From an optimization exercise on the open Yosys and OpenROAD flow, aimed at small area and a short achievable clock period; shortcuts taken in it are not production practice. Where RTL was checked, it was by simulation tests only, not by an equivalence proof against the original. For run 2, only the layout was checked, not whether the RTL still works. Power and IR drop assume default switching activity.

==> flow/design.v, too long to show whole: its modules and the start of the top module <==
// module fetch: 72 lines
// module decoder: 1659 lines
// module exec: 323 lines
// module mem: 124 lines
// module writeback: 34 lines
// module regfile: 43 lines
// module swt16_top: 320 lines
module swt16_top  #(parameter DMEM_ADDR_WIDTH = 12, 
                              DMEM_WORD_WIDTH = 16,
                              DMEM_NUM_WORDS  = 2048,
                              PMEM_ADDR_WIDTH = 12, 
                              PMEM_WORD_WIDTH = 16,
                              PMEM_NUM_WORDS  = 2048,
                              OPCODE_WIDTH    = 4,
                              REG_IDX_WIDTH   = 4,
                              REG_WORD_WIDTH  = 16,
                              IALU_WORD_WIDTH = 16,
                              PC_WIDTH        = 12,
                              PC_INCREMENT    =  2
                              ) 
                   (input                          clock,
                    input                          reset,
                    output [PMEM_ADDR_WIDTH-1 : 0] out_pmem_addr,
                    input  [PMEM_WORD_WIDTH-1 : 0] in_pmem_word,
                    output [DMEM_ADDR_WIDTH-1 : 0] out_dmem_rd_addr,
                    input  [DMEM_WORD_WIDTH-1 : 0] in_dmem_rd_word,
                    output [DMEM_ADDR_WIDTH-1 : 0] out_dmem_wr_addr,
                    output [DMEM_WORD_WIDTH-1 : 0] out_dmem_wr_word,
                    output                         out_dmem_write_en,
                    output                         out_nop_in_WB
);
  // ...
==> flow/run.sh <==
#!/bin/bash
# synth_recipe.tcl (not shown) runs the flow's synth.tcl, then flattens the netlist and writes it again
# the make line also repeats each setting of config.mk as NAME=value (left out here)
make -C /OpenROAD-flow-scripts/flow DESIGN_CONFIG=/design/flow/config.mk WORK_HOME=/design/flow/orfs CLKGATE_MAP_FILE= SYNTH_SCRIPT=/design/flow/synth_recipe.tcl finish
==> flow/config.mk <==
export PLATFORM = sky130hd
export DESIGN_NAME = swt16_top
export DESIGN_NICKNAME = swt16_top
export VERILOG_FILES = /design/flow/design.v
export SDC_FILE = /design/flow/constraint.sdc
export NUM_CORES = 4
export LEC_CHECK = 0
export CAP_MARGIN = 20
export CORE_MARGIN = 2
export CORE_UTILIZATION = 40
export SLEW_MARGIN = 20
==> flow/constraint.sdc <==
create_clock -name core_clock -period 10.5 [get_ports {clock}]
set_input_delay 2.1000 -clock core_clock [delete_from_list [all_inputs] [get_ports {clock}]]
set_output_delay 2.1000 -clock core_clock [all_outputs]
set_load 0.01 [all_outputs]
==> summary.md, run 1 <==
| Metric | Value |
|---|---|
| Non-Filler Instances | `4824` |
| Cell variety after synth | `100` |
| Max reg flops | `240` |
| Status | `finished clean` |
| Switching share of power | `0.497` |
| Cell Area, Synth | `32300 µm²` |
| M1 wire length | `55.6 mm` |
| Final setup viols | `0` |
| Tap Cells | `1060` |
| Most frequent cells in the layout | `nand2_1 (519), dfrtp_1 (479), o21ai_0 (394)` |
| Area grow syn2layout | `13.0%` |
| Worst setup startpoint | `exec_inst.src2_ff[0]$_DFF_PP0_` |
| Clock sink count | `around 490` |
| CP required | `about 8.4 ns` |
| Placed cell area | `34600 µm²` |
| Synth area leaders | `dfrtp_1 (37%), o21ai_0 (6.2%), nand2_1 (6.0%)` |
| Per-cell routed wire length | `28.1 µm` |
| Post-synthesis mux area share | `0.0435` |
| Final core occ | `0.455` |
| Pwr Density | `324 nW/µm²` |
| Top power group | `combinational cells` |
| Combinational power share | `0.561` |
| Met3 wire len | `approximately 15 mm` |
| NonClk Buf Share | `0.0550` |
| Seq. pwr | `about 3.3 mW` |
| Clock skew | `~0.037 ns` |
==> module swt16_top, before the edit <==
module swt16_top  #(parameter DMEM_ADDR_WIDTH = 12, 
                              DMEM_WORD_WIDTH = 16,
                              DMEM_NUM_WORDS  = 2048,
                              PMEM_ADDR_WIDTH = 12, 
                              PMEM_WORD_WIDTH = 16,
                              PMEM_NUM_WORDS  = 2048,
                              OPCODE_WIDTH    = 4,
                              REG_IDX_WIDTH   = 4,
                              REG_WORD_WIDTH  = 16,
                              IALU_WORD_WIDTH = 16,
                              PC_WIDTH        = 12,
                              PC_INCREMENT    =  2
                              ) 
                   (input                          clock,
                    input                          reset,
                    output [PMEM_ADDR_WIDTH-1 : 0] out_pmem_addr,
                    input  [PMEM_WORD_WIDTH-1 : 0] in_pmem_word,
                    output [DMEM_ADDR_WIDTH-1 : 0] out_dmem_rd_addr,
                    input  [DMEM_WORD_WIDTH-1 : 0] in_dmem_rd_word,
                    output [DMEM_ADDR_WIDTH-1 : 0] out_dmem_wr_addr,
                    output [DMEM_WORD_WIDTH-1 : 0] out_dmem_wr_word,
                    output                         out_dmem_write_en,
                    output                         out_nop_in_WB
);
   wire                         set_pc;
   wire                         flush_DC_and_EX;
   wire                         flush_IF;
   wire [PMEM_ADDR_WIDTH-1 : 0] branch_pc;
   wire [PMEM_ADDR_WIDTH-1 : 0] pmem_addr;
   wire [PMEM_WORD_WIDTH-1 : 0] pmem_word;
   wire [DMEM_ADDR_WIDTH-1 : 0] dmem_rd_addr;
   wire [DMEM_WORD_WIDTH-1 : 0] dmem_rd_word; 
   wire [DMEM_ADDR_WIDTH-1 : 0] dmem_wr_addr;
   wire [DMEM_WORD_WIDTH-1 : 0] dmem_wr_word; 
   wire                         dmem_write_en;
   wire [PMEM_WORD_WIDTH-1 : 0] instr_IF_DC;
   wire                         instr_is_bubble_IF_DC;
   wire [PMEM_ADDR_WIDTH-1 : 0] pc_IF_DC;
   wire                         act_branch_ialu_res_ff_eq0_DC_EX;
   wire                         act_branch_ialu_res_ff_gt0_DC_EX;
   wire                         act_branch_ialu_res_ff_lt0_DC_EX;
   wire                         act_ex_incr_pc_is_res_DC_EX;
   wire                         act_ialu_add_DC_EX;
   wire                         act_ialu_and_DC_EX;
   wire                         act_ialu_mul_DC_EX;
   wire                         act_ialu_neg_src2_DC_EX;
   wire                         act_ialu_or_DC_EX;
   wire                         act_ialu_sll_DC_EX;
   wire                         act_ialu_sra_DC_EX;
   wire                         act_ialu_srl_DC_EX;
   wire                         act_ialu_src2_is_res_DC_EX;
   wire                         act_ialu_xor_DC_EX;
   wire                         act_jump_to_ialu_res_DC_EX;
   wire                         act_load_dmem_byte_signed_DC_EX;
   wire                         act_load_dmem_byte_unsigned_DC_EX;
   wire                         act_load_dmem_word_DC_EX;
   wire                         act_store_dmem_byte_DC_EX;
   wire                         act_store_dmem_word_DC_EX;
   wire                         act_write_res_to_reg_DC_EX;
   wire [                2 : 0] cycle_in_instr_DC_EX;
   wire [PMEM_WORD_WIDTH-1 : 0] instr_DC_EX;
   wire                         instr_is_bubble_DC_EX;
   wire                         instr_is_bubble_EX_MEM;
   wire                         instr_is_bubble_MEM_WB;
   wire [PMEM_ADDR_WIDTH-1 : 0] pc_DC_EX;
   wire [  REG_IDX_WIDTH-1 : 0] res_reg_idx_DC_EX;
   wire                         res_valid_EX_DC_EX;
   wire                         res_valid_MEM_DC_EX;
   wire [IALU_WORD_WIDTH-1 : 0] src1_DC_EX;
   wire [IALU_WORD_WIDTH-1 : 0] src2_DC_EX;
   wire [IALU_WORD_WIDTH-1 : 0] src3_DC_EX;
   wire                         act_load_dmem_byte_signed_EX_MEM;
   wire                         act_load_dmem_byte_unsigned_EX_MEM;
   wire                         act_load_dmem_word_EX_MEM;
   wire                         act_store_dmem_byte_EX_MEM;
   wire                         act_store_dmem_word_EX_MEM;
   wire                         act_write_res_to_reg_EX_MEM;
   wire [                2 : 0] cycle_in_instr_EX_MEM;
   wire [DMEM_ADDR_WIDTH-1 : 0] dmem_rd_addr_EX_MEM;
   wire [DMEM_ADDR_WIDTH-1 : 0] dmem_wr_addr_EX_MEM;
   wire [DMEM_WORD_WIDTH-1 : 0] dmem_wr_word_EX_MEM;
   wire [PMEM_WORD_WIDTH-1 : 0] instr_EX_MEM;
   wire [PMEM_ADDR_WIDTH-1 : 0] pc_EX_MEM;
   wire [IALU_WORD_WIDTH-1 : 0] res_EX_MEM;
   wire [  REG_IDX_WIDTH-1 : 0] res_reg_idx_EX_MEM;
   wire                         res_valid_MEM_EX_MEM;
   wire                         act_write_res_to_reg_MEM_WB;
   wire [                2 : 0] cycle_in_instr_MEM_WB;
   wire [PMEM_WORD_WIDTH-1 : 0] instr_MEM_WB;
   wire [PMEM_ADDR_WIDTH-1 : 0] pc_MEM_WB;
   wire [IALU_WORD_WIDTH-1 : 0] res_MEM_WB;
   wire [  REG_IDX_WIDTH-1 : 0] res_reg_idx_MEM_WB;
   wire [ REG_WORD_WIDTH-1 : 0] dst;
   wire [  REG_IDX_WIDTH-1 : 0] dst_idx;
   wire                         reg_write;
   wire [  REG_IDX_WIDTH-1 : 0] src1_idx;
   wire [  REG_IDX_WIDTH-1 : 0] src2_idx;
   wire [ REG_WORD_WIDTH-1 : 0] src1;
   wire [ REG_WORD_WIDTH-1 : 0] src2;
   wire                         res_valid_EX_DC;
   wire                         res_valid_MEM_DC;
   wire                         stall_DC_IF;
   assign out_nop_in_WB = (instr_MEM_WB == {{12{1'b0}}, 4'b0000} && instr_is_bubble_MEM_WB == 0 && cycle_in_instr_MEM_WB == 0) ? 1 : 0;
   regfile #(.IDX_WIDTH(REG_IDX_WIDTH), .WORD_WIDTH(IALU_WORD_WIDTH)) regfile_inst
   (
      .clock       (clock),
      .reset       (reset),
      .in_write    (reg_write),
      .in_src1_idx (src1_idx),
      .in_src2_idx (src2_idx),
      .in_dst_idx  (dst_idx),
      .in_dst      (dst),
      .out_src1    (src1),
      .out_src2    (src2)
   );
   assign out_pmem_addr     = pmem_addr;
   assign pmem_word         = in_pmem_word;
   assign out_dmem_rd_addr  = dmem_rd_addr;
   assign dmem_rd_word      = in_dmem_rd_word;
   assign out_dmem_wr_addr  = dmem_wr_addr;
   assign out_dmem_wr_word  = dmem_wr_word;
   assign out_dmem_write_en = dmem_write_en;
   fetch #(.PC_WIDTH    (PC_WIDTH       ),
           .PMEM_WIDTH  (PMEM_WORD_WIDTH),
           .PC_INCREMENT(PC_INCREMENT   )  ) fetch_inst
   (
      .clock               ( clock ),
      .reset               ( reset ),
      .in_branch_pc        ( branch_pc ),
      .in_set_pc           ( set_pc ),
      .in_flush            ( flush_IF ),
      .in_instr            ( pmem_word ),
      .in_stall            ( stall_DC_IF ),
      .out_instr           ( instr_IF_DC ),
      .out_instr_is_bubble ( instr_is_bubble_IF_DC ),
      .out_pc              ( pc_IF_DC ),
      .out_pmem_addr       ( pmem_addr )
   );
   decoder #(.OPCODE_WIDTH   (OPCODE_WIDTH   ),
             .PMEM_ADDR_WIDTH(PMEM_ADDR_WIDTH),
             .PMEM_WORD_WIDTH(PMEM_WORD_WIDTH),
             .IALU_WORD_WIDTH(IALU_WORD_WIDTH),
             .REG_IDX_WIDTH  (REG_IDX_WIDTH  ),
             .PC_WIDTH       (PC_WIDTH       )) decoder_inst
   (
      .clock                           ( clock ),
      .reset                           ( reset ),
      .in_flush                        ( flush_DC_and_EX ),
      .in_instr                        ( instr_IF_DC ),
      .in_instr_is_bubble              ( instr_is_bubble_IF_DC ),
      .in_pc                           ( pc_IF_DC ),
      .in_res_EX                       ( res_EX_MEM ),
      .in_res_MEM                      ( res_MEM_WB ),
      .in_res_reg_idx_EX               ( res_reg_idx_EX_MEM ),
      .in_res_reg_idx_MEM              ( res_reg_idx_MEM_WB ),
      .in_res_valid_EX                 ( res_valid_EX_DC ),
      .in_res_valid_MEM                ( res_valid_MEM_DC ),
      .in_src1                         ( src1 ),
      .in_src2                         ( src2 ),
      .out_act_branch_ialu_res_ff_eq0  ( act_branch_ialu_res_ff_eq0_DC_EX ),
      .out_act_branch_ialu_res_ff_gt0  ( act_branch_ialu_res_ff_gt0_DC_EX ),
      .out_act_branch_ialu_res_ff_lt0  ( act_branch_ialu_res_ff_lt0_DC_EX ),
      .out_act_ex_incr_pc_is_res       ( act_ex_incr_pc_is_res_DC_EX ),
      .out_act_ialu_add                ( act_ialu_add_DC_EX ),
      .out_act_ialu_and                ( act_ialu_and_DC_EX ),
      .out_act_ialu_mul                ( act_ialu_mul_DC_EX ),
      .out_act_ialu_neg_src2           ( act_ialu_neg_src2_DC_EX ),
      .out_act_ialu_or                 ( act_ialu_or_DC_EX ),
      .out_act_ialu_sll                ( act_ialu_sll_DC_EX ),
      .out_act_ialu_sra                ( act_ialu_sra_DC_EX ),
      .out_act_ialu_src2_is_res        ( act_ialu_src2_is_res_DC_EX ),
      .out_act_ialu_srl                ( act_ialu_srl_DC_EX ),
      .out_act_ialu_xor                ( act_ialu_xor_DC_EX ),
      .out_act_jump_to_ialu_res        ( act_jump_to_ialu_res_DC_EX ),
      .out_act_load_dmem_byte_signed   ( act_load_dmem_byte_signed_DC_EX ),
      .out_act_load_dmem_byte_unsigned ( act_load_dmem_byte_unsigned_DC_EX ),
      .out_act_load_dmem_word          ( act_load_dmem_word_DC_EX ),
      .out_act_store_dmem_byte         ( act_store_dmem_byte_DC_EX ),
      .out_act_store_dmem_word         ( act_store_dmem_word_DC_EX ),
      .out_act_write_res_to_reg        ( act_write_res_to_reg_DC_EX ),
      .out_cycle_in_instr              ( cycle_in_instr_DC_EX ),
      .out_instr                       ( instr_DC_EX ),
      .out_instr_is_bubble             ( instr_is_bubble_DC_EX ),
      .out_pc                          ( pc_DC_EX ),
      .out_res_reg_idx                 ( res_reg_idx_DC_EX ),
      .out_res_valid_EX                ( res_valid_EX_DC_EX ),
      .out_res_valid_MEM               ( res_valid_MEM_DC_EX ),
      .out_src1                        ( src1_DC_EX ),
      .out_src1_reg_idx                ( src1_idx ),
      .out_src2                        ( src2_DC_EX ),
      .out_src2_reg_idx                ( src2_idx ),
      .out_src3                        ( src3_DC_EX ),
      .out_stall                       ( stall_DC_IF )
   );
   exec    #(.DMEM_ADDR_WIDTH(DMEM_ADDR_WIDTH),
             .DMEM_WORD_WIDTH(DMEM_WORD_WIDTH),
             .IALU_WORD_WIDTH(IALU_WORD_WIDTH),
             .OPCODE_WIDTH   (OPCODE_WIDTH   ),
             .PC_INCREMENT   (PC_INCREMENT   ),
             .PC_WIDTH       (PC_WIDTH       ),
             .PMEM_ADDR_WIDTH(PMEM_ADDR_WIDTH),
             .PMEM_WORD_WIDTH(PMEM_WORD_WIDTH),
             .REG_IDX_WIDTH  (REG_IDX_WIDTH  )) exec_inst
   (
       .clock                          ( clock ),
       .reset                          ( reset ),
       .in_act_branch_ialu_res_ff_eq0  ( act_branch_ialu_res_ff_eq0_DC_EX ),
       .in_act_branch_ialu_res_ff_gt0  ( act_branch_ialu_res_ff_gt0_DC_EX ),
       .in_act_branch_ialu_res_ff_lt0  ( act_branch_ialu_res_ff_lt0_DC_EX ),
       .in_act_ex_incr_pc_is_res       ( act_ex_incr_pc_is_res_DC_EX ),
       .in_act_ialu_add                ( act_ialu_add_DC_EX ),
       .in_act_ialu_and                ( act_ialu_and_DC_EX ),
       .in_act_ialu_mul                ( act_ialu_mul_DC_EX ),
       .in_act_ialu_neg_src2           ( act_ialu_neg_src2_DC_EX ),
       .in_act_ialu_or                 ( act_ialu_or_DC_EX ),
       .in_act_ialu_sll                ( act_ialu_sll_DC_EX ),
       .in_act_ialu_sra                ( act_ialu_sra_DC_EX ),
       .in_act_ialu_src2_is_res        ( act_ialu_src2_is_res_DC_EX ),
       .in_act_ialu_srl                ( act_ialu_srl_DC_EX ),
       .in_act_ialu_xor                ( act_ialu_xor_DC_EX ),
       .in_act_jump_to_ialu_res        ( act_jump_to_ialu_res_DC_EX ),
       .in_act_load_dmem_byte_signed   ( act_load_dmem_byte_signed_DC_EX ),
       .in_act_load_dmem_byte_unsigned ( act_load_dmem_byte_unsigned_DC_EX ),
       .in_act_load_dmem_word          ( act_load_dmem_word_DC_EX ),
       .in_act_store_dmem_byte         ( act_store_dmem_byte_DC_EX ),
       .in_act_store_dmem_word         ( act_store_dmem_word_DC_EX ),
       .in_act_write_res_to_reg        ( act_write_res_to_reg_DC_EX ),
       .in_cycle_in_instr              ( cycle_in_instr_DC_EX ),
       .in_flush                       ( flush_DC_and_EX ),
       .in_instr                       ( instr_DC_EX ),
       .in_instr_is_bubble             ( instr_is_bubble_DC_EX ),
       .in_pc                          ( pc_DC_EX ),
       .in_res_reg_idx                 ( res_reg_idx_DC_EX ),
       .in_res_valid_EX                ( res_valid_EX_DC_EX ),
       .in_res_valid_MEM               ( res_valid_MEM_DC_EX ),
       .in_src1                        ( src1_DC_EX ),
       .in_src2                        ( src2_DC_EX ),
       .in_src3                        ( src3_DC_EX ),
       .out_act_load_dmem_byte_signed  ( act_load_dmem_byte_signed_EX_MEM ),
       .out_act_load_dmem_byte_unsigned( act_load_dmem_byte_unsigned_EX_MEM ),
       .out_act_load_dmem_word         ( act_load_dmem_word_EX_MEM ),
       .out_act_store_dmem_byte        ( act_store_dmem_byte_EX_MEM ),
       .out_act_store_dmem_word        ( act_store_dmem_word_EX_MEM ),
       .out_act_write_res_to_reg       ( act_write_res_to_reg_EX_MEM ),
       .out_branch_pc                  ( branch_pc ),
       .out_cycle_in_instr             ( cycle_in_instr_EX_MEM ),
       .out_dmem_rd_addr               ( dmem_rd_addr_EX_MEM ),
       .out_dmem_wr_addr               ( dmem_wr_addr_EX_MEM ),
       .out_dmem_wr_word               ( dmem_wr_word_EX_MEM ),
       .out_flush_DC_and_EX            ( flush_DC_and_EX ),
       .out_flush_IF                   ( flush_IF ),
       .out_instr                      ( instr_EX_MEM ),
       .out_instr_is_bubble            ( instr_is_bubble_EX_MEM ),
       .out_pc                         ( pc_EX_MEM ),
       .out_res                        ( res_EX_MEM ),
       .out_res_reg_idx                ( res_reg_idx_EX_MEM ),
       .out_res_valid_EX               ( res_valid_EX_DC ),
       .out_res_valid_MEM              ( res_valid_MEM_EX_MEM ),
       .out_set_pc                     ( set_pc )
   );
   mem     #(.DMEM_ADDR_WIDTH(DMEM_ADDR_WIDTH),
             .DMEM_WORD_WIDTH(DMEM_WORD_WIDTH),
             .IALU_WORD_WIDTH(IALU_WORD_WIDTH),
             .OPCODE_WIDTH   (OPCODE_WIDTH   ),
             .PC_WIDTH       (PC_WIDTH       ),
             .PMEM_ADDR_WIDTH(PMEM_ADDR_WIDTH),
             .PMEM_WORD_WIDTH(PMEM_WORD_WIDTH),
             .REG_IDX_WIDTH  (REG_IDX_WIDTH  )) mem_inst
   (
       .clock                          ( clock ),
       .reset                          ( reset ),
       .in_act_load_dmem_byte_signed   ( act_load_dmem_byte_signed_EX_MEM ),
       .in_act_load_dmem_byte_unsigned ( act_load_dmem_byte_unsigned_EX_MEM ),
       .in_act_load_dmem_word          ( act_load_dmem_word_EX_MEM ),
       .in_act_store_dmem_byte         ( act_store_dmem_byte_EX_MEM ),
       .in_act_store_dmem_word         ( act_store_dmem_word_EX_MEM ),
       .in_act_write_res_to_reg        ( act_write_res_to_reg_EX_MEM ),
       .in_cycle_in_instr              ( cycle_in_instr_EX_MEM ),
       .in_instr                       ( instr_EX_MEM ),
       .in_instr_is_bubble             ( instr_is_bubble_EX_MEM ),
       .in_mem_rd_addr                 ( dmem_rd_addr_EX_MEM ),
       .in_mem_rd_word                 ( dmem_rd_word ),
       .in_mem_wr_addr                 ( dmem_wr_addr_EX_MEM ),
       .in_mem_wr_word                 ( dmem_wr_word_EX_MEM ),
       .in_pc                          ( pc_EX_MEM ),
       .in_res                         ( res_EX_MEM ),
       .in_res_reg_idx                 ( res_reg_idx_EX_MEM ),
       .in_res_valid_MEM               ( res_valid_MEM_EX_MEM ),
       .out_act_write_res_to_reg       ( act_write_res_to_reg_MEM_WB ),
       .out_cycle_in_instr             ( cycle_in_instr_MEM_WB ),
       .out_instr                      ( instr_MEM_WB ),
       .out_instr_is_bubble            ( instr_is_bubble_MEM_WB ),
       .out_mem_rd_addr                ( dmem_rd_addr ),
       .out_mem_wr_addr                ( dmem_wr_addr ),
       .out_mem_wr_word                ( dmem_wr_word ),
       .out_mem_write_en               ( dmem_write_en ),
       .out_pc                         ( pc_MEM_WB ),
       .out_res                        ( res_MEM_WB ),
       .out_res_reg_idx                ( res_reg_idx_MEM_WB ),
       .out_res_valid_MEM              ( res_valid_MEM_DC )
   );
   writeback #(.OPCODE_WIDTH   (OPCODE_WIDTH   ),
               .PMEM_ADDR_WIDTH(PMEM_ADDR_WIDTH),
               .PMEM_WORD_WIDTH(PMEM_WORD_WIDTH),
               .IALU_WORD_WIDTH(IALU_WORD_WIDTH),
               .REG_IDX_WIDTH  (REG_IDX_WIDTH  ),
               .PC_WIDTH       (PC_WIDTH       )) writeback_inst
   (
       .clock                    ( clock ),
       .reset                    ( reset ),
       .in_act_write_res_to_reg  ( act_write_res_to_reg_MEM_WB ),
       .in_instr                 ( instr_MEM_WB ),
       .in_pc                    ( pc_MEM_WB ),
       .in_res                   ( res_MEM_WB ),
       .in_res_reg_idx           ( res_reg_idx_MEM_WB ),
       .out_act_write_res_to_reg ( reg_write ),
       .out_res                  ( dst ),
       .out_res_reg_idx          ( dst_idx )
   );
endmodule
==> run 2: changes to the inputs <==
==> flow/design.v (replaced) <==
module mul16lo (input [15:0] a, input [15:0] b, output [15:0] p);
    wire neg0 = b[1];
    wire one0 = b[0] ^ 1'b0;
    wire two0 = (b[1] & ~b[0] & ~1'b0) | (~b[1] & b[0] & 1'b0);
    wire pp0_0 = ((one0 & a[0]) | (two0 & 1'b0)) ^ neg0;
    wire pp0_1 = ((one0 & a[1]) | (two0 & a[0])) ^ neg0;
    wire pp0_2 = ((one0 & a[2]) | (two0 & a[1])) ^ neg0;
    wire pp0_3 = ((one0 & a[3]) | (two0 & a[2])) ^ neg0;
    wire pp0_4 = ((one0 & a[4]) | (two0 & a[3])) ^ neg0;
    wire pp0_5 = ((one0 & a[5]) | (two0 & a[4])) ^ neg0;
    wire pp0_6 = ((one0 & a[6]) | (two0 & a[5])) ^ neg0;
    wire pp0_7 = ((one0 & a[7]) | (two0 & a[6])) ^ neg0;
    wire pp0_8 = ((one0 & a[8]) | (two0 & a[7])) ^ neg0;
    wire pp0_9 = ((one0 & a[9]) | (two0 & a[8])) ^ neg0;
    wire pp0_10 = ((one0 & a[10]) | (two0 & a[9])) ^ neg0;
    wire pp0_11 = ((one0 & a[11]) | (two0 & a[10])) ^ neg0;
    wire pp0_12 = ((one0 & a[12]) | (two0 & a[11])) ^ neg0;
    wire pp0_13 = ((one0 & a[13]) | (two0 & a[12])) ^ neg0;
    wire pp0_14 = ((one0 & a[14]) | (two0 & a[13])) ^ neg0;
    wire pp0_15 = ((one0 & a[15]) | (two0 & a[14])) ^ neg0;
    wire neg1 = b[3];
    wire one1 = b[2] ^ b[1];
    wire two1 = (b[3] & ~b[2] & ~b[1]) | (~b[3] & b[2] & b[1]);
    wire pp1_0 = ((one1 & a[0]) | (two1 & 1'b0)) ^ neg1;
    wire pp1_1 = ((one1 & a[1]) | (two1 & a[0])) ^ neg1;
    wire pp1_2 = ((one1 & a[2]) | (two1 & a[1])) ^ neg1;
    wire pp1_3 = ((one1 & a[3]) | (two1 & a[2])) ^ neg1;
    wire pp1_4 = ((one1 & a[4]) | (two1 & a[3])) ^ neg1;
    wire pp1_5 = ((one1 & a[5]) | (two1 & a[4])) ^ neg1;
    wire pp1_6 = ((one1 & a[6]) | (two1 & a[5])) ^ neg1;
    wire pp1_7 = ((one1 & a[7]) | (two1 & a[6])) ^ neg1;
    wire pp1_8 = ((one1 & a[8]) | (two1 & a[7])) ^ neg1;
    wire pp1_9 = ((one1 & a[9]) | (two1 & a[8])) ^ neg1;
    wire pp1_10 = ((one1 & a[10]) | (two1 & a[9])) ^ neg1;
    wire pp1_11 = ((one1 & a[11]) | (two1 & a[10])) ^ neg1;
    wire pp1_12 = ((one1 & a[12]) | (two1 & a[11])) ^ neg1;
    wire pp1_13 = ((one1 & a[13]) | (two1 & a[12])) ^ neg1;
    wire neg2 = b[5];
    wire one2 = b[4] ^ b[3];
    wire two2 = (b[5] & ~b[4] & ~b[3]) | (~b[5] & b[4] & b[3]);
    wire pp2_0 = ((one2 & a[0]) | (two2 & 1'b0)) ^ neg2;
    wire pp2_1 = ((one2 & a[1]) | (two2 & a[0])) ^ neg2;
    wire pp2_2 = ((one2 & a[2]) | (two2 & a[1])) ^ neg2;
    wire pp2_3 = ((one2 & a[3]) | (two2 & a[2])) ^ neg2;
    wire pp2_4 = ((one2 & a[4]) | (two2 & a[3])) ^ neg2;
    wire pp2_5 = ((one2 & a[5]) | (two2 & a[4])) ^ neg2;
    wire pp2_6 = ((one2 & a[6]) | (two2 & a[5])) ^ neg2;
    wire pp2_7 = ((one2 & a[7]) | (two2 & a[6])) ^ neg2;
    wire pp2_8 = ((one2 & a[8]) | (two2 & a[7])) ^ neg2;
    wire pp2_9 = ((one2 & a[9]) | (two2 & a[8])) ^ neg2;
    wire pp2_10 = ((one2 & a[10]) | (two2 & a[9])) ^ neg2;
    wire pp2_11 = ((one2 & a[11]) | (two2 & a[10])) ^ neg2;
    wire neg3 = b[7];
    wire one3 = b[6] ^ b[5];
    wire two3 = (b[7] & ~b[6] & ~b[5]) | (~b[7] & b[6] & b[5]);
    wire pp3_0 = ((one3 & a[0]) | (two3 & 1'b0)) ^ neg3;
    wire pp3_1 = ((one3 & a[1]) | (two3 & a[0])) ^ neg3;
    wire pp3_2 = ((one3 & a[2]) | (two3 & a[1])) ^ neg3;
    wire pp3_3 = ((one3 & a[3]) | (two3 & a[2])) ^ neg3;
    wire pp3_4 = ((one3 & a[4]) | (two3 & a[3])) ^ neg3;
    wire pp3_5 = ((one3 & a[5]) | (two3 & a[4])) ^ neg3;
    wire pp3_6 = ((one3 & a[6]) | (two3 & a[5])) ^ neg3;
    wire pp3_7 = ((one3 & a[7]) | (two3 & a[6])) ^ neg3;
    wire pp3_8 = ((one3 & a[8]) | (two3 & a[7])) ^ neg3;
    wire pp3_9 = ((one3 & a[9]) | (two3 & a[8])) ^ neg3;
    wire neg4 = b[9];
    wire one4 = b[8] ^ b[7];
    wire two4 = (b[9] & ~b[8] & ~b[7]) | (~b[9] & b[8] & b[7]);
    wire pp4_0 = ((one4 & a[0]) | (two4 & 1'b0)) ^ neg4;
    wire pp4_1 = ((one4 & a[1]) | (two4 & a[0])) ^ neg4;
    wire pp4_2 = ((one4 & a[2]) | (two4 & a[1])) ^ neg4;
    wire pp4_3 = ((one4 & a[3]) | (two4 & a[2])) ^ neg4;
    wire pp4_4 = ((one4 & a[4]) | (two4 & a[3])) ^ neg4;
    wire pp4_5 = ((one4 & a[5]) | (two4 & a[4])) ^ neg4;
    wire pp4_6 = ((one4 & a[6]) | (two4 & a[5])) ^ neg4;
    wire pp4_7 = ((one4 & a[7]) | (two4 & a[6])) ^ neg4;
    wire neg5 = b[11];
    wire one5 = b[10] ^ b[9];
    wire two5 = (b[11] & ~b[10] & ~b[9]) | (~b[11] & b[10] & b[9]);
    wire pp5_0 = ((one5 & a[0]) | (two5 & 1'b0)) ^ neg5;
    wire pp5_1 = ((one5 & a[1]) | (two5 & a[0])) ^ neg5;
    wire pp5_2 = ((one5 & a[2]) | (two5 & a[1])) ^ neg5;
    wire pp5_3 = ((one5 & a[3]) | (two5 & a[2])) ^ neg5;
    wire pp5_4 = ((one5 & a[4]) | (two5 & a[3])) ^ neg5;
    wire pp5_5 = ((one5 & a[5]) | (two5 & a[4])) ^ neg5;
    wire neg6 = b[13];
    wire one6 = b[12] ^ b[11];
    wire two6 = (b[13] & ~b[12] & ~b[11]) | (~b[13] & b[12] & b[11]);
    wire pp6_0 = ((one6 & a[0]) | (two6 & 1'b0)) ^ neg6;
    wire pp6_1 = ((one6 & a[1]) | (two6 & a[0])) ^ neg6;
    wire pp6_2 = ((one6 & a[2]) | (two6 & a[1])) ^ neg6;
    wire pp6_3 = ((one6 & a[3]) | (two6 & a[2])) ^ neg6;
    wire neg7 = b[15];
    wire one7 = b[14] ^ b[13];
    wire two7 = (b[15] & ~b[14] & ~b[13]) | (~b[15] & b[14] & b[13]);
    wire pp7_0 = ((one7 & a[0]) | (two7 & 1'b0)) ^ neg7;
    wire pp7_1 = ((one7 & a[1]) | (two7 & a[0])) ^ neg7;
    wire s1 = pp0_10 ^ pp1_8;
    wire c2 = pp0_10 & pp1_8;
    wire s3 = pp0_11 ^ pp1_9;
    wire c4 = pp0_11 & pp1_9;
    wire s5 = pp0_12 ^ pp1_10 ^ pp2_8;
    wire c6 = (pp0_12 & pp1_10) | (pp0_12 & pp2_8) | (pp1_10 & pp2_8);
    wire s7 = pp3_6 ^ pp4_4;
    wire c8 = pp3_6 & pp4_4;
    wire s9 = pp0_13 ^ pp1_11 ^ pp2_9;
    wire c10 = (pp0_13 & pp1_11) | (pp0_13 & pp2_9) | (pp1_11 & pp2_9);
    wire s11 = pp3_7 ^ pp4_5;
    wire c12 = pp3_7 & pp4_5;
    wire s13 = pp0_14 ^ pp1_12 ^ pp2_10;
    wire c14 = (pp0_14 & pp1_12) | (pp0_14 & pp2_10) | (pp1_12 & pp2_10);
    wire s15 = pp3_8 ^ pp4_6 ^ pp5_4;
    wire c16 = (pp3_8 & pp4_6) | (pp3_8 & pp5_4) | (pp4_6 & pp5_4);
    wire s17 = pp6_2 ^ pp7_0;
    wire c18 = pp6_2 & pp7_0;
    wire s19 = pp0_15 ^ pp1_13 ^ pp2_11;
    wire s21 = pp3_9 ^ pp4_7 ^ pp5_5;
    wire s23 = pp6_3 ^ pp7_1;
    wire s25 = pp0_6 ^ pp1_4;
    wire c26 = pp0_6 & pp1_4;
    wire s27 = pp0_7 ^ pp1_5;
    wire c28 = pp0_7 & pp1_5;
    wire s29 = pp0_8 ^ pp1_6 ^ pp2_4;
    wire c30 = (pp0_8 & pp1_6) | (pp0_8 & pp2_4) | (pp1_6 & pp2_4);
    wire s31 = pp3_2 ^ pp4_0;
    wire c32 = pp3_2 & pp4_0;
    wire s33 = pp0_9 ^ pp1_7 ^ pp2_5;
    wire c34 = (pp0_9 & pp1_7) | (pp0_9 & pp2_5) | (pp1_7 & pp2_5);
    wire s35 = pp3_3 ^ pp4_1;
    wire c36 = pp3_3 & pp4_1;
    wire s37 = pp2_6 ^ pp3_4 ^ pp4_2;
    wire c38 = (pp2_6 & pp3_4) | (pp2_6 & pp4_2) | (pp3_4 & pp4_2);
    wire s39 = pp5_0 ^ neg5 ^ s1;
    wire c40 = (pp5_0 & neg5) | (pp5_0 & s1) | (neg5 & s1);
    wire s41 = pp2_7 ^ pp3_5 ^ pp4_3;
    wire c42 = (pp2_7 & pp3_5) | (pp2_7 & pp4_3) | (pp3_5 & pp4_3);
    wire s43 = pp5_1 ^ s3 ^ c2;
    wire c44 = (pp5_1 & s3) | (pp5_1 & c2) | (s3 & c2);
    wire s45 = pp5_2 ^ pp6_0 ^ neg6;
    wire c46 = (pp5_2 & pp6_0) | (pp5_2 & neg6) | (pp6_0 & neg6);
    wire s47 = s5 ^ s7 ^ c4;
    wire c48 = (s5 & s7) | (s5 & c4) | (s7 & c4);
    wire s49 = pp5_3 ^ pp6_1 ^ s9;
    wire c50 = (pp5_3 & pp6_1) | (pp5_3 & s9) | (pp6_1 & s9);
    wire s51 = s11 ^ c6 ^ c8;
    wire c52 = (s11 & c6) | (s11 & c8) | (c6 & c8);
    wire s53 = neg7 ^ s13 ^ s15;
    wire c54 = (neg7 & s13) | (neg7 & s15) | (s13 & s15);
    wire s55 = s17 ^ c10 ^ c12;
    wire c56 = (s17 & c10) | (s17 & c12) | (c10 & c12);
    wire s57 = s19 ^ s21 ^ s23;
    wire s59 = c14 ^ c16 ^ c18;
    wire s61 = pp0_4 ^ pp1_2;
    wire c62 = pp0_4 & pp1_2;
    wire s63 = pp0_5 ^ pp1_3;
    wire c64 = pp0_5 & pp1_3;
    wire s65 = pp2_2 ^ pp3_0 ^ neg3;
    wire c66 = (pp2_2 & pp3_0) | (pp2_2 & neg3) | (pp3_0 & neg3);
    wire s67 = pp2_3 ^ pp3_1 ^ s27;
    wire c68 = (pp2_3 & pp3_1) | (pp2_3 & s27) | (pp3_1 & s27);
    wire s69 = neg4 ^ s29 ^ s31;
    wire c70 = (neg4 & s29) | (neg4 & s31) | (s29 & s31);
    wire s71 = s33 ^ s35 ^ c30;
    wire c72 = (s33 & s35) | (s33 & c30) | (s35 & c30);
    wire s73 = s37 ^ s39 ^ c34;
    wire c74 = (s37 & s39) | (s37 & c34) | (s39 & c34);
    wire s75 = s41 ^ s43 ^ c38;
    wire c76 = (s41 & s43) | (s41 & c38) | (s43 & c38);
    wire s77 = s45 ^ s47 ^ c42;
    wire c78 = (s45 & s47) | (s45 & c42) | (s47 & c42);
    wire s79 = s49 ^ s51 ^ c46;
    wire c80 = (s49 & s51) | (s49 & c46) | (s51 & c46);
    wire s81 = s53 ^ s55 ^ c50;
    wire c82 = (s53 & s55) | (s53 & c50) | (s55 & c50);
    wire s83 = s57 ^ s59 ^ c54;
    wire s85 = pp0_2 ^ pp1_0;
    wire c86 = pp0_2 & pp1_0;
    wire s87 = pp0_3 ^ pp1_1;
    wire c88 = pp0_3 & pp1_1;
    wire s89 = pp2_0 ^ neg2 ^ s61;
    wire c90 = (pp2_0 & neg2) | (pp2_0 & s61) | (neg2 & s61);
    wire s91 = pp2_1 ^ s63 ^ c62;
    wire c92 = (pp2_1 & s63) | (pp2_1 & c62) | (s63 & c62);
    wire s93 = s25 ^ s65 ^ c64;
    wire c94 = (s25 & s65) | (s25 & c64) | (s65 & c64);
    wire s95 = c26 ^ s67 ^ c66;
    wire c96 = (c26 & s67) | (c26 & c66) | (s67 & c66);
    wire s97 = c28 ^ s69 ^ c68;
    wire c98 = (c28 & s69) | (c28 & c68) | (s69 & c68);
    wire s99 = c32 ^ s71 ^ c70;
    wire c100 = (c32 & s71) | (c32 & c70) | (s71 & c70);
    wire s101 = c36 ^ s73 ^ c72;
    wire c102 = (c36 & s73) | (c36 & c72) | (s73 & c72);
    wire s103 = c40 ^ s75 ^ c74;
    wire c104 = (c40 & s75) | (c40 & c74) | (s75 & c74);
    wire s105 = c44 ^ s77 ^ c76;
    wire c106 = (c44 & s77) | (c44 & c76) | (s77 & c76);
    wire s107 = c48 ^ s79 ^ c78;
    wire c108 = (c48 & s79) | (c48 & c78) | (s79 & c78);
    wire s109 = c52 ^ s81 ^ c80;
    wire c110 = (c52 & s81) | (c52 & c80) | (s81 & c80);
    wire s111 = c56 ^ s83 ^ c82;
    wire [15:0] r0 = {s111, s109, s107, s105, s103, s101, s99, s97, s95, s93, s91, s89, s87, neg1, pp0_1, pp0_0};
    wire [15:0] r1 = {c110, c108, c106, c104, c102, c100, c98, c96, c94, c92, c90, c88, c86, s85, 1'b0, neg0};
    assign p = r0 + r1;
endmodule
module swt16_top (
    input             clock,
    input             reset,
    output     [11:0] out_pmem_addr,
    input      [15:0] in_pmem_word,
    output     [11:0] out_dmem_rd_addr,
    input      [15:0] in_dmem_rd_word,
    output     [11:0] out_dmem_wr_addr,
    output     [15:0] out_dmem_wr_word,
    output            out_dmem_write_en,
    output            out_nop_in_WB
);
    reg [11:0] f_pc;         
    reg        f_bub;        
    reg [15:0] f_iw;         
    reg        f_stl;        
    reg [15:0] d_iw;         
    reg [15:0] d_imm;        
    reg [11:0] d_pc;         
    reg        d_cyc;        
    reg        d_flush;
    reg        d_bub;
    reg [3:0]  d_rs2;        
    reg        d_u1, d_u2;   
    reg        p_e1, p_e2;   
    reg        p_z1, p_z2;   
    reg        p_m1, p_m2;   
    reg [15:0] e_a, e_b, e_c;
    reg        e_add, e_neg, e_mul, e_sll, e_srl, e_sra, e_and, e_or, e_xor;
    reg        e_beq, e_bgt, e_blt, e_br1, e_jmp;
    reg        e_ldw, e_ldbs, e_ldbu, e_stw, e_stb, e_wr, e_vex, e_vmem;
    reg [3:0]  e_rd;
    reg        e_flush, e_nop, e_c0;
    reg [15:0] m_res;
    reg [3:0]  m_rd;
    reg        m_wr, m_vmem, m_ldw, m_ldbs, m_ldbu, m_a0, m_nop;
    wire [255:0] rf_flat;
    wire [15:0]  rf_vld;
    wire [15:0] b_eff = e_b ^ {16{e_neg}};
    wire [15:0] sum   = e_a + b_eff + {15'd0, e_neg};
    wire        sum_z = (sum == 16'd0);
    wire        sum_n = sum[15];
    wire c0 = (e_beq & sum_z) | (e_bgt & ~sum_n & ~sum_z) | (e_blt & sum_n);
    wire set_pc   = ~e_flush & (e_jmp | (e_br1 & e_c0));
    wire flush_dx = set_pc;
    wire flush_if = set_pc | (~e_flush & c0);
    wire [15:0] prod;
    mul16lo u_mul (.a(e_a), .b(e_b), .p(prod));
    function [15:0] rev16(input [15:0] x);
        integer k;
        for (k = 0; k < 16; k = k + 1) rev16[k] = x[15-k];
    endfunction
    wire        sh_fill = e_sra & e_a[15];
    wire [15:0] sh_x    = e_sll ? rev16(e_a) : e_a;
    wire        sh_big  = |e_b[15:4];
    wire [31:0] sh_w    = {{16{sh_fill}}, sh_x} >> e_b[3:0];
    wire [15:0] sh_y    = sh_big ? {16{sh_fill}} : sh_w[15:0];
    wire [15:0] sh_res  = e_sll ? rev16(sh_y) : sh_y;
    wire s_add = e_add & ~e_flush & ~e_jmp;
    wire s_mul = e_mul & ~e_flush;
    wire s_shf = (e_sll | e_srl | e_sra) & ~e_flush;
    wire s_and = e_and & ~e_flush;
    wire s_or  = e_or  & ~e_flush;
    wire s_xor = e_xor & ~e_flush;
    wire [15:0] e_res = ({16{s_add}} & sum)
                      | ({16{s_mul}} & prod)
                      | ({16{s_shf}} & sh_res)
                      | ({16{s_and}} & (e_a & e_b))
                      | ({16{s_or}}  & (e_a | e_b))
                      | ({16{s_xor}} & (e_a ^ e_b))
                      | ({16{e_jmp}} & e_c);
    wire        e_ld  = e_ldw | e_ldbs | e_ldbu;
    wire        e_st  = e_stw | e_stb;
    wire [3:0]  e_rdx = e_flush ? 4'd0 : e_rd;
    assign out_dmem_rd_addr  = (~e_flush & e_ld) ? sum[11:0] : 12'd0;
    assign out_dmem_wr_addr  = (~e_flush & e_st) ? sum[11:0] : 12'd0;
    assign out_dmem_wr_word  = e_st ? e_c : 16'd0;
    assign out_dmem_write_en = e_stw & ~e_flush;
    wire        m_ld = m_ldw | m_ldbs | m_ldbu;
    wire [15:0] m_ldval = m_ldw ? in_dmem_rd_word
                        : {{8{m_ldbs & in_dmem_rd_word[7]}},
                           (m_a0 ? in_dmem_rd_word[15:8] : in_dmem_rd_word[7:0])};
    wire [15:0] m_out = m_ld ? m_ldval : m_res;
    assign out_nop_in_WB = m_nop;
    wire [3:0] opc  = d_iw[3:0];
    wire [3:0] f_rd = d_iw[7:4];
    wire [3:0] rs1  = d_iw[11:8];
    wire [3:0] f_hi = d_iw[15:12];
    wire       isU  = (opc == 4'b0001);
    wire       isJ  = (opc == 4'b0010);
    wire       isS  = (opc == 4'b0011);
    wire       isR  = (opc >= 4'b0110) && (opc <= 4'b1110);
    wire [3:0] rs2  = d_rs2;
    reg  [15:0] rf1, rf2;
    reg         rv1, rv2;
    integer k;
    always @(*) begin
        rf1 = 16'd0; rf2 = 16'd0;
        for (k = 1; k < 16; k = k + 1) begin
            rf1 = rf1 | ({16{rs1 == k}} & rf_flat[k*16 +: 16]);
            rf2 = rf2 | ({16{rs2 == k}} & rf_flat[k*16 +: 16]);
        end
        rv1 = |(rf_vld & (16'd1 << rs1));
        rv2 = |(rf_vld & (16'd1 << rs2));
    end
    wire eq1E = e_flush ? p_z1 : p_e1;
    wire eq2E = e_flush ? p_z2 : p_e2;
    wire hitE1 = eq1E & e_vex;
    wire hitE2 = eq2E & e_vex;
    wire hitM1 = p_m1 & m_vmem;
    wire hitM2 = p_m2 & m_vmem;
    wire [15:0] s1 = hitE1 ? e_res : hitM1 ? m_out : rv1 ? rf1 : 16'd0;
    wire [15:0] s2 = hitE2 ? e_res : hitM2 ? m_out : rv2 ? rf2 : 16'd0;
    wire stall1 = eq1E & ~e_vex & ~p_m1 & m_vmem & ~d_cyc & d_u1;
    wire stall2 = eq2E & ~e_vex & ~p_m2 & m_vmem & ~d_cyc & d_u2;
    wire stall  = stall1 | stall2;
    wire kill   = d_flush | stall;
    wire c1 = d_cyc;
    wire u_jal  = isU & (d_iw[11:8] == 4'b0000);
    wire u_inc  = isU & (d_iw[11:8] == 4'b0001);
    wire u_incl = isU & (d_iw[11:8] == 4'b0010);
    wire u_li   = isU & (d_iw[11:8] == 4'b0011);
    wire u_lil  = isU & (d_iw[11:8] == 4'b0100);
    wire u_apci = isU & (d_iw[11:8] == 4'b0101);
    wire s_br   = isS & (d_iw[7:6] == 2'b00);
    wire s_beq  = isS & (d_iw[7:4] == 4'b0000);
    wire s_bne  = isS & (d_iw[7:4] == 4'b0001);
    wire s_bge  = isS & (d_iw[7:4] == 4'b0010);
    wire s_blt  = isS & (d_iw[7:4] == 4'b0011);
    wire s_sth  = isS & (d_iw[7:4] == 4'b0100);
    wire s_sho  = isS & (d_iw[7:4] == 4'b0101);
    wire s_sb   = isS & (d_iw[7:4] == 4'b0110);
    wire s_sbo  = isS & (d_iw[7:4] == 4'b0111);
    wire j_jalr = isJ & (f_hi == 4'b0001);
    wire j_lh   = isJ & (f_hi == 4'b0010);
    wire j_lho  = isJ & (f_hi == 4'b0011);
    wire j_apc  = isJ & (f_hi == 4'b0100);
    wire j_lb   = isJ & (f_hi == 4'b0101);
    wire j_lbo  = isJ & (f_hi == 4'b0110);
    wire j_lbu  = isJ & (f_hi == 4'b0111);
    wire j_lbuo = isJ & (f_hi == 4'b1000);
    wire r_add  = (opc == 4'b0110);
    wire r_sub  = (opc == 4'b0111);
    wire r_mul  = (opc == 4'b1000);
    wire r_sll  = (opc == 4'b1001);
    wire r_srl  = (opc == 4'b1010);
    wire r_sra  = (opc == 4'b1011);
    wire r_and  = (opc == 4'b1100);
    wire r_or   = (opc == 4'b1101);
    wire r_xor  = (opc == 4'b1110);
    wire two    = u_jal | u_inc | u_li | u_apci | s_br | s_sho | s_sbo | j_lho | j_lbo | j_lbuo;
    wire cyc_next = ~kill & ~c1 & two;
    wire o_jal  = u_jal  & c1;
    wire o_inc  = u_inc  & c1;
    wire o_li   = u_li   & c1;
    wire o_apci = u_apci & c1;
    wire o_br0  = s_br   & ~c1;
    wire o_br1  = s_br   & c1;
    wire o_sho  = s_sho  & c1;
    wire o_sbo  = s_sbo  & c1;
    wire o_lho  = j_lho  & c1;
    wire o_lbo  = j_lbo  & c1;
    wire o_lbuo = j_lbuo & c1;
    wire o_ldw  = j_lh | o_lho;
    wire o_ldbs = j_lb | o_lbo;
    wire o_ldbu = j_lbu | o_lbuo;
    wire o_ld   = o_ldw | o_ldbs | o_ldbu;
    wire o_stw  = s_sth | o_sho;
    wire o_stb  = s_sb | o_sbo;
    wire o_jmp  = o_jal | j_jalr;
    wire o_rop  = r_add | r_sub | r_mul | r_sll | r_srl | r_sra | r_and | r_or | r_xor;
    wire o_addu = o_inc | u_incl | o_li | u_lil | o_apci | j_apc;     
    wire o_add  = o_addu | r_add | r_sub | o_br0 | o_br1 | o_stw | o_stb | o_jmp | o_ld;
    wire o_wr   = o_addu | o_rop | o_jmp | o_ld;
    wire o_vex  = o_addu | o_rop;
    wire o_vmem = o_addu | o_rop | o_ld;
    wire a_s1   = o_br0 | o_lho | o_lbo | o_lbuo | j_apc | o_rop;
    wire a_imm  = o_inc | o_br1 | o_sho | o_sbo;
    wire a_immA = u_incl;
    wire a_pc   = o_apci;
    wire b_s2   = o_inc | u_incl | o_br0 | o_stw | o_stb | o_rop;
    wire b_imm  = o_jal | o_li | o_apci | o_lho | o_lbo | o_lbuo;
    wire b_s1   = j_jalr | j_lh | j_lb | j_lbu;
    wire b_immA = u_lil;
    wire b_pc   = o_br1 | j_apc;
    wire c_s1   = o_stw | o_stb;
    wire [3:0]  immA = d_iw[15:12];
    wire [11:0] link = c1 ? f_pc : d_pc + 12'd2;
    wire [15:0] a_nx = ({16{a_s1}}   & s1)
                     | ({16{a_imm}}  & d_imm)
                     | ({16{a_immA}} & {{12{immA[3]}}, immA})
                     | ({16{a_pc}}   & {4'd0, d_pc});
    wire [15:0] b_nx = ({16{b_s2}}   & s2)
                     | ({16{b_imm}}  & d_imm)
                     | ({16{b_s1}}   & s1)
                     | ({16{b_immA}} & {12'd0, immA})
                     | ({16{b_pc}}   & {4'd0, d_pc});
    wire [15:0] c_nx = ({16{c_s1}}   & s1)
                     | ({16{o_jmp}}  & {4'd0, link});
    wire [11:0] pc_next = stall ? f_pc : set_pc ? sum[11:0] : f_pc + 12'd2;
    assign out_pmem_addr = pc_next;
    wire [15:0] f_out   = flush_if ? 16'd0 : stall ? f_iw : in_pmem_word;
    wire [15:0] iw_n   = cyc_next ? d_iw : f_out;
    wire [3:0]  rs1_n  = iw_n[11:8];
    wire        isU_n  = (iw_n[3:0] == 4'b0001);
    wire        isR_n  = (iw_n[3:0] >= 4'b0110) && (iw_n[3:0] <= 4'b1110);
    wire        isSR_n = (iw_n[3:0] == 4'b0011) | isR_n;
    wire [3:0]  rs2_n  = isU_n ? iw_n[7:4] : iw_n[15:12];
    always @(posedge clock or posedge reset) begin
        if (reset) begin
            f_pc    <= 12'hFFE;
            f_bub   <= 1'b0;
            f_iw    <= 16'd0;
            f_stl   <= 1'b0;
            d_iw    <= 16'd0;
            d_imm   <= 16'd0;
            d_pc    <= 12'd0;
            d_cyc   <= 1'b0;
            d_flush <= 1'b0;
            d_bub   <= 1'b0;
            d_rs2   <= 4'd0;
            d_u1    <= 1'b0;
            d_u2    <= 1'b0;
            p_e1    <= 1'b1;
            p_e2    <= 1'b1;
            p_z1    <= 1'b1;
            p_z2    <= 1'b1;
            p_m1    <= 1'b1;
            p_m2    <= 1'b1;
        end else begin
            f_pc    <= pc_next;
            f_bub   <= flush_if;
            f_iw    <= in_pmem_word;
            f_stl   <= stall;
            d_iw    <= iw_n;
            d_rs2   <= rs2_n;
            d_u1    <= isSR_n | (iw_n[3:0] == 4'b0010);
            d_u2    <= isSR_n;
            p_e1    <= (rs1_n == f_rd);
            p_e2    <= (rs2_n == f_rd);
            p_z1    <= (rs1_n == 4'd0);
            p_z2    <= (rs2_n == 4'd0);
            p_m1    <= (rs1_n == e_rdx);
            p_m2    <= (rs2_n == e_rdx);
            d_imm   <= f_out;
            d_pc    <= (cyc_next | (stall & ~f_stl)) ? d_pc : f_pc;
            d_cyc   <= cyc_next;
            d_flush <= flush_dx;
            d_bub   <= f_bub;
        end
    end
    always @(posedge clock or posedge reset) begin
        if (reset) begin
            e_a <= 16'd0; e_b <= 16'd0; e_c <= 16'd0;
            e_add <= 1'b0; e_neg <= 1'b0; e_mul <= 1'b0; e_sll <= 1'b0; e_srl <= 1'b0;
            e_sra <= 1'b0; e_and <= 1'b0; e_or <= 1'b0; e_xor <= 1'b0;
            e_beq <= 1'b0; e_bgt <= 1'b0; e_blt <= 1'b0; e_br1 <= 1'b0; e_jmp <= 1'b0;
            e_ldw <= 1'b0; e_ldbs <= 1'b0; e_ldbu <= 1'b0; e_stw <= 1'b0; e_stb <= 1'b0;
            e_wr <= 1'b0; e_vex <= 1'b0; e_vmem <= 1'b0;
            e_rd <= 4'd0;
            e_flush <= 1'b0; e_nop <= 1'b1; e_c0 <= 1'b0;
        end else begin
            e_a    <= kill ? 16'd0 : a_nx;
            e_b    <= kill ? 16'd0 : b_nx;
            e_c    <= kill ? 16'd0 : c_nx;
            e_add  <= ~kill & o_add;
            e_neg  <= ~kill & (r_sub | o_br0);
            e_mul  <= ~kill & r_mul;
            e_sll  <= ~kill & r_sll;
            e_srl  <= ~kill & r_srl;
            e_sra  <= ~kill & r_sra;
            e_and  <= ~kill & r_and;
            e_or   <= ~kill & r_or;
            e_xor  <= ~kill & r_xor;
            e_beq  <= ~kill & o_br0 & (s_beq | s_bge);
            e_bgt  <= ~kill & o_br0 & (s_bne | s_bge);
            e_blt  <= ~kill & o_br0 & (s_bne | s_blt);
            e_br1  <= ~kill & o_br1;
            e_jmp  <= ~kill & o_jmp;
            e_ldw  <= ~kill & o_ldw;
            e_ldbs <= ~kill & o_ldbs;
            e_ldbu <= ~kill & o_ldbu;
            e_stw  <= ~kill & o_stw;
            e_stb  <= ~kill & o_stb;
            e_wr   <= ~kill & o_wr;
            e_vex  <= ~kill & o_vex;
            e_vmem <= ~kill & o_vmem;
            e_rd   <= f_rd;
            e_flush <= flush_dx;
            e_nop  <= (d_imm == 16'd0) & ~stall & ~d_flush & ~d_bub & ~d_cyc;
            e_c0   <= ~e_flush & c0;
        end
    end
    always @(posedge clock or posedge reset) begin
        if (reset) begin
            m_res <= 16'd0; m_rd <= 4'd0;
            m_wr <= 1'b0; m_vmem <= 1'b0; m_ldw <= 1'b0; m_ldbs <= 1'b0; m_ldbu <= 1'b0;
            m_a0 <= 1'b0; m_nop <= 1'b1;
        end else begin
            m_res  <= e_res;
            m_rd   <= e_rdx;
            m_wr   <= e_wr & ~e_flush;
            m_vmem <= e_vmem;
            m_ldw  <= e_ldw  & ~e_flush;
            m_ldbs <= e_ldbs & ~e_flush;
            m_ldbu <= e_ldbu & ~e_flush;
            m_a0   <= sum[0];
            m_nop  <= e_nop & ~e_flush;
        end
    end
    assign rf_flat[15:0] = 16'd0;
    assign rf_vld[0] = 1'b0;
    genvar g;
    generate
        for (g = 1; g < 16; g = g + 1) begin : regs
            reg [15:0] q;
            reg        v;
            always @(posedge clock) begin
                if (m_wr && m_rd == g)
                    q <= m_out;
            end
            always @(posedge clock or posedge reset) begin
                if (reset)
                    v <= 1'b0;
                else if (m_wr && m_rd == g)
                    v <= 1'b1;
            end
            assign rf_flat[g*16 +: 16] = q;
            assign rf_vld[g] = v;
        end
    endgenerate
endmodule
--- a/flow/config.mk
+++ b/flow/config.mk
@@ -5,7 +5,9 @@
 export SDC_FILE = /design/flow/constraint.sdc
 export NUM_CORES = 4
 export LEC_CHECK = 0
+export ABC_CLOCK_PERIOD_IN_PS = 5000
 export CAP_MARGIN = 20
 export CORE_MARGIN = 2
 export CORE_UTILIZATION = 40
+export SETUP_SLACK_MARGIN = 5
 export SLEW_MARGIN = 20
==> summary.md, run 2 <==
| Metric | Value |
|---|---|
| Status | `finished clean` |
| Cell Area, Synth | `27500 µm² (-15%)` |
| Initial antenna violation count | `0` |
| Synth Flop Type | `edfxtp_1` |
| DRT Wirelength | `~110 mm` |
| Pleak | `12.0 nW` |
| Die X | `~270 µm` |
| Worst Hold Endpoint | `d_bub$_DFF_PP0_` |
| Post-synthesis net count | `2925` |
| Die H | `266 µm` |
| Final TNS setup | `0 ns` |
| Layout fillers | `6302` |
| Starting density of the core | `0.402` |
| Pwr Density | `296 nW/µm² (-8.6%)` |
| Register-to-register setup slack | `5.14 ns` |
| Area of the core | `slightly below 70000 µm²` |
| Die area | `between 70000 and 80000 µm²` |
| Clock sink count | `447 (-9.1%)` |
| Non-Filler Instances | `3768 (-22%)` |
| DP HPWL | `72.8 mm` |
| DRC | `0` |
| Most frequent cells in the layout | `nor2_1 (245), edfxtp_1 (240), nand2_1 (201)` |
| Final core occ | `0.468 (+0.0130)` |
| RSZ-0062 raised after global routing | `true` |
| Row cnt | `96` |
| Hold path start | `f_bub$_DFF_PP0_` |
| Peak supply drop | `147 µV` |
| Largest net degree at the start of global routing | `77` |
| Worst skew pair latency | `around 0.59 ns` |
| Most common cell after layout, fill and taps aside | `nor2_1` |
| Final setup viols | `0 (unchanged)` |
| Final Critical Period | `~5.5 ns` |
| CP required | `8.40 ns (about the same)` |
| Post-synth top area cell | `edfxtp_1` |
| 1st-iter DRT viols | `4010` |
| Cell variety after synth | `98 (-2.0%)` |
| Area grow syn2layout | `16.3%` |
| Hold Path Cell Cnt | `0` |
| RD Place Congestion | `0.975` |
| Reg2reg end | `e_b[12]$_DFF_PP0_` |
| Reg with most FFs | `regs.q` |
| Worst-path clk slew | `0.07 ns` |
| Fin. Hold Viols | `0` |
| Top post-synthesis cells by count | `nor2_1 (261), edfxtp_1 (240), nand2_1 (205)` |
| Async set or reset register ratio after synthesis | `0.463` |
| PortBufs | `87` |
| CP endpoint kind | `output port` |
| Mean Syn Cell Area | `9.87 µm²` |
| Clock skew | `0.0424 ns (+0.00588 ns)` |
| Fin crit share | `0.523` |
| Detailed-route via count | `around 25000` |
| CTS tree | `built` |
| Synth area leaders | `edfxtp_1 (26%), dfrtp_1 (17%), a22oi_1 (4.7%)` |
| Global route overflow | `0` |
| Seq cells post-synth | `447` |
| Critical path arrival | `3.40 ns` |
| Slew Limit Fails | `0` |
| WS Path Type | `reg2out` |
| DRT Pass-1 Iters | `10` |
| Synth top area share | `0.263` |
| Register area | `roughly 12000 µm²` |
| Clock Path Buffers | `3` |
| I/O pin count | `88` |
| Hold_ws | `0.348 ns` |
| Vias in the first global route | `24200` |
| Fraction of layout instances using a drive strength above 1 | `0.148` |
| Worst min path class | `reg2reg` |
| Max H-tree Level | `2` |
| Fmax achieved | `approximately 180 MHz` |
| Root Buffer Master | `clkbuf_16` |
| Placed insts | `3621` |
| Cell count after synthesis | `2782` |
| Synth warnings | `1` |
| Rel. slew slack | `0.233` |
| Startpoint class of the critical path | `flop` |
| R2R cell count | `18` |
| Per-cell routed wire length | `29.9 µm (+6.2%)` |
| Max reg flops | `240 (unchanged)` |
| Post-DR vias/cell | `~6.7` |
| CTS buffer count | `44` |
| Hold buffer count at CTS | `0` |
| Worst Tran Pin Value | `1.15 ns` |
| Nets@finish | `~3000` |
| Sequential fraction of the synthesis area | `0.452` |
| Critical R2R Launch | `e_b[3]$_DFF_PP0_` |
| GRT Overall Usage | `0.306` |
| Most common cell in the netlist | `nor2_1` |
| Multi-input gate area | `14200 µm²` |
| Post-synth EDFFs | `240` |
| ANT nets after route | `0` |
| Global-route wire length before repair | `161 mm` |
| Max Cap Viol | `0` |
| Largest fanout on the critical path | `9` |
run 2: cell count changes in the layout (fill, tap and decap cells not counted), moves of 32 or more:
cell      delta
o22ai_1     +36
dfrtp_1    -305
fa_1        -48
edfxtp_1   +240
a22oi_1     +43
nor3_1      -36
nand2_1    -318
o21ai_0    -293
mux2i_1     -41
inv_1       -87
nor2b_1     -32
run 2: through the flow:
stage / total power [mW] / setup WS, ns / cell area (µm²)
after global routing: 9.87 / 4.89 / 31900
final: 9.45 / 5.00 / 31900
after CTS: 9.13 / 4.77 / 31300
after floorplan: 5.70 / 5.01 / 27500
after detailed placement: 7.40 / 3.80 / 29400
after global placement: 7.34 / 3.92 / 29400
run 2: timing repair:
action / CTS / global route
resized for setup: 88 / 79
pin swaps: 18 / 23
buffers inserted: 28 / 30
cloned: 2 / 5
setup endpoints to repair: 71 / 48
run 2: worst max-delay path, stage by stage, from the launching register on:
cell and delay [ns]:
dfrtp_1 0.40, buf_12 0.16, xor2_1 0.17, ha_1 0.33, a21o_1 0.19, a221o_1 0.38, o41ai_4 0.37, xor2_2 0.13
buf_4 0.17, nor2_2 0.10, a21oi_1 0.06, o21ai_1 0.20, buf_2 0.16
run 2: area by class of cell:
type,instances,share of cell area
well taps,882,0.0346
inverters,128,0.0156
clock inverters,24,0.00839
flip-flops and latches,447,0.390
multi-input cells,1991,0.445
repair inverters,1,0.000157
clock buffers,57,0.0366
repair buffers,237,0.0701
diodes,1,0.0000784
run 2: worst max-delay path by stage:
stage / start / endpoint / slack [ns] / cells after the start
6_report: e_neg$_DFF_PP0_ / out_pmem_addr[9] / 5.00 / 12
5_1_grt: e_b[4]$_DFF_PP0_ / e_b[13]$_DFF_PP0_ / 4.89 / 23
4_1_cts: e_b[1]$_DFF_PP0_ / e_a[14]$_DFF_PP0_ / 4.77 / 18
3_5_place_dp: e_b[4]$_DFF_PP0_ / e_a[14]$_DFF_PP0_ / 3.80 / 19
3_3_place_gp: e_b[4]$_DFF_PP0_ / e_a[14]$_DFF_PP0_ / 3.92 / 19
2_1_floorplan: e_b[1]$_DFF_PP0_ / out_pmem_addr[10] / 5.01 / 14
run 2: report_power, final:
group          total, mW  switching (mW)  internal, mW  leakage [nW]
Combinational       5.08            3.28          1.80          6.54
Sequential          2.78           0.462          2.31          4.80
Clock               1.60           0.704         0.897         0.703
run 2: logic make-up (layout without fill, tap and decap cells):
group | count (synthesis) | after routing | share of synthesized area
AND/OR/NAND/NOR | 773 | 773 | 0.132
XOR/XNOR | 88 | 88 | 0.0281
other | 0 | 1 | 0
multiplexers | 73 | 73 | 0.0345
AO/OA/AOI/OAI | 948 | 948 | 0.246
flip-flops | 447 | 447 | 0.452
buffers and inverters | 344 | 447 | 0.0487
adder cells (fa/ha/maj) | 109 | 109 | 0.0587
run 2: routing by layer:
metal  vias up  global-route usage  part of all wire
met3       388              0.0582              0.11
met1     12400               0.419              0.39
met2      1814               0.474              0.44
li1      10700                   -                 -
met5         -                   0                 0
met4         0               0.134             0.051

## static timing again, ports no longer ideal
The flow's constraints put no driver on any port. The routed layouts listed below were extracted and timed again, unchanged, in two steps. Step 1 sets driving cells, clkbuf_16 on the clock port and buf_2 on the other inputs (assumed; they add their load-dependent delay and slew). Step 2 adds t to the input delays and takes it off the output delays; t is the mean of the earliest and latest rising clock arrival at the registers after step 1. Input paths then give back, and output paths get back, about the clock's delay inside the block. a / b / c = ideal ports / drivers / drivers and shift; a / b = the first two.
run | shift t [ns] | setup slack, ns | worst setup path after step 2
run 1 | 0.669 | 0.204 / 0.140 / 0.809 | register to output
run 2 | 0.619 | 5.004 / 4.949 / 5.139 | register to register
After both steps every run listed still meets setup and hold.
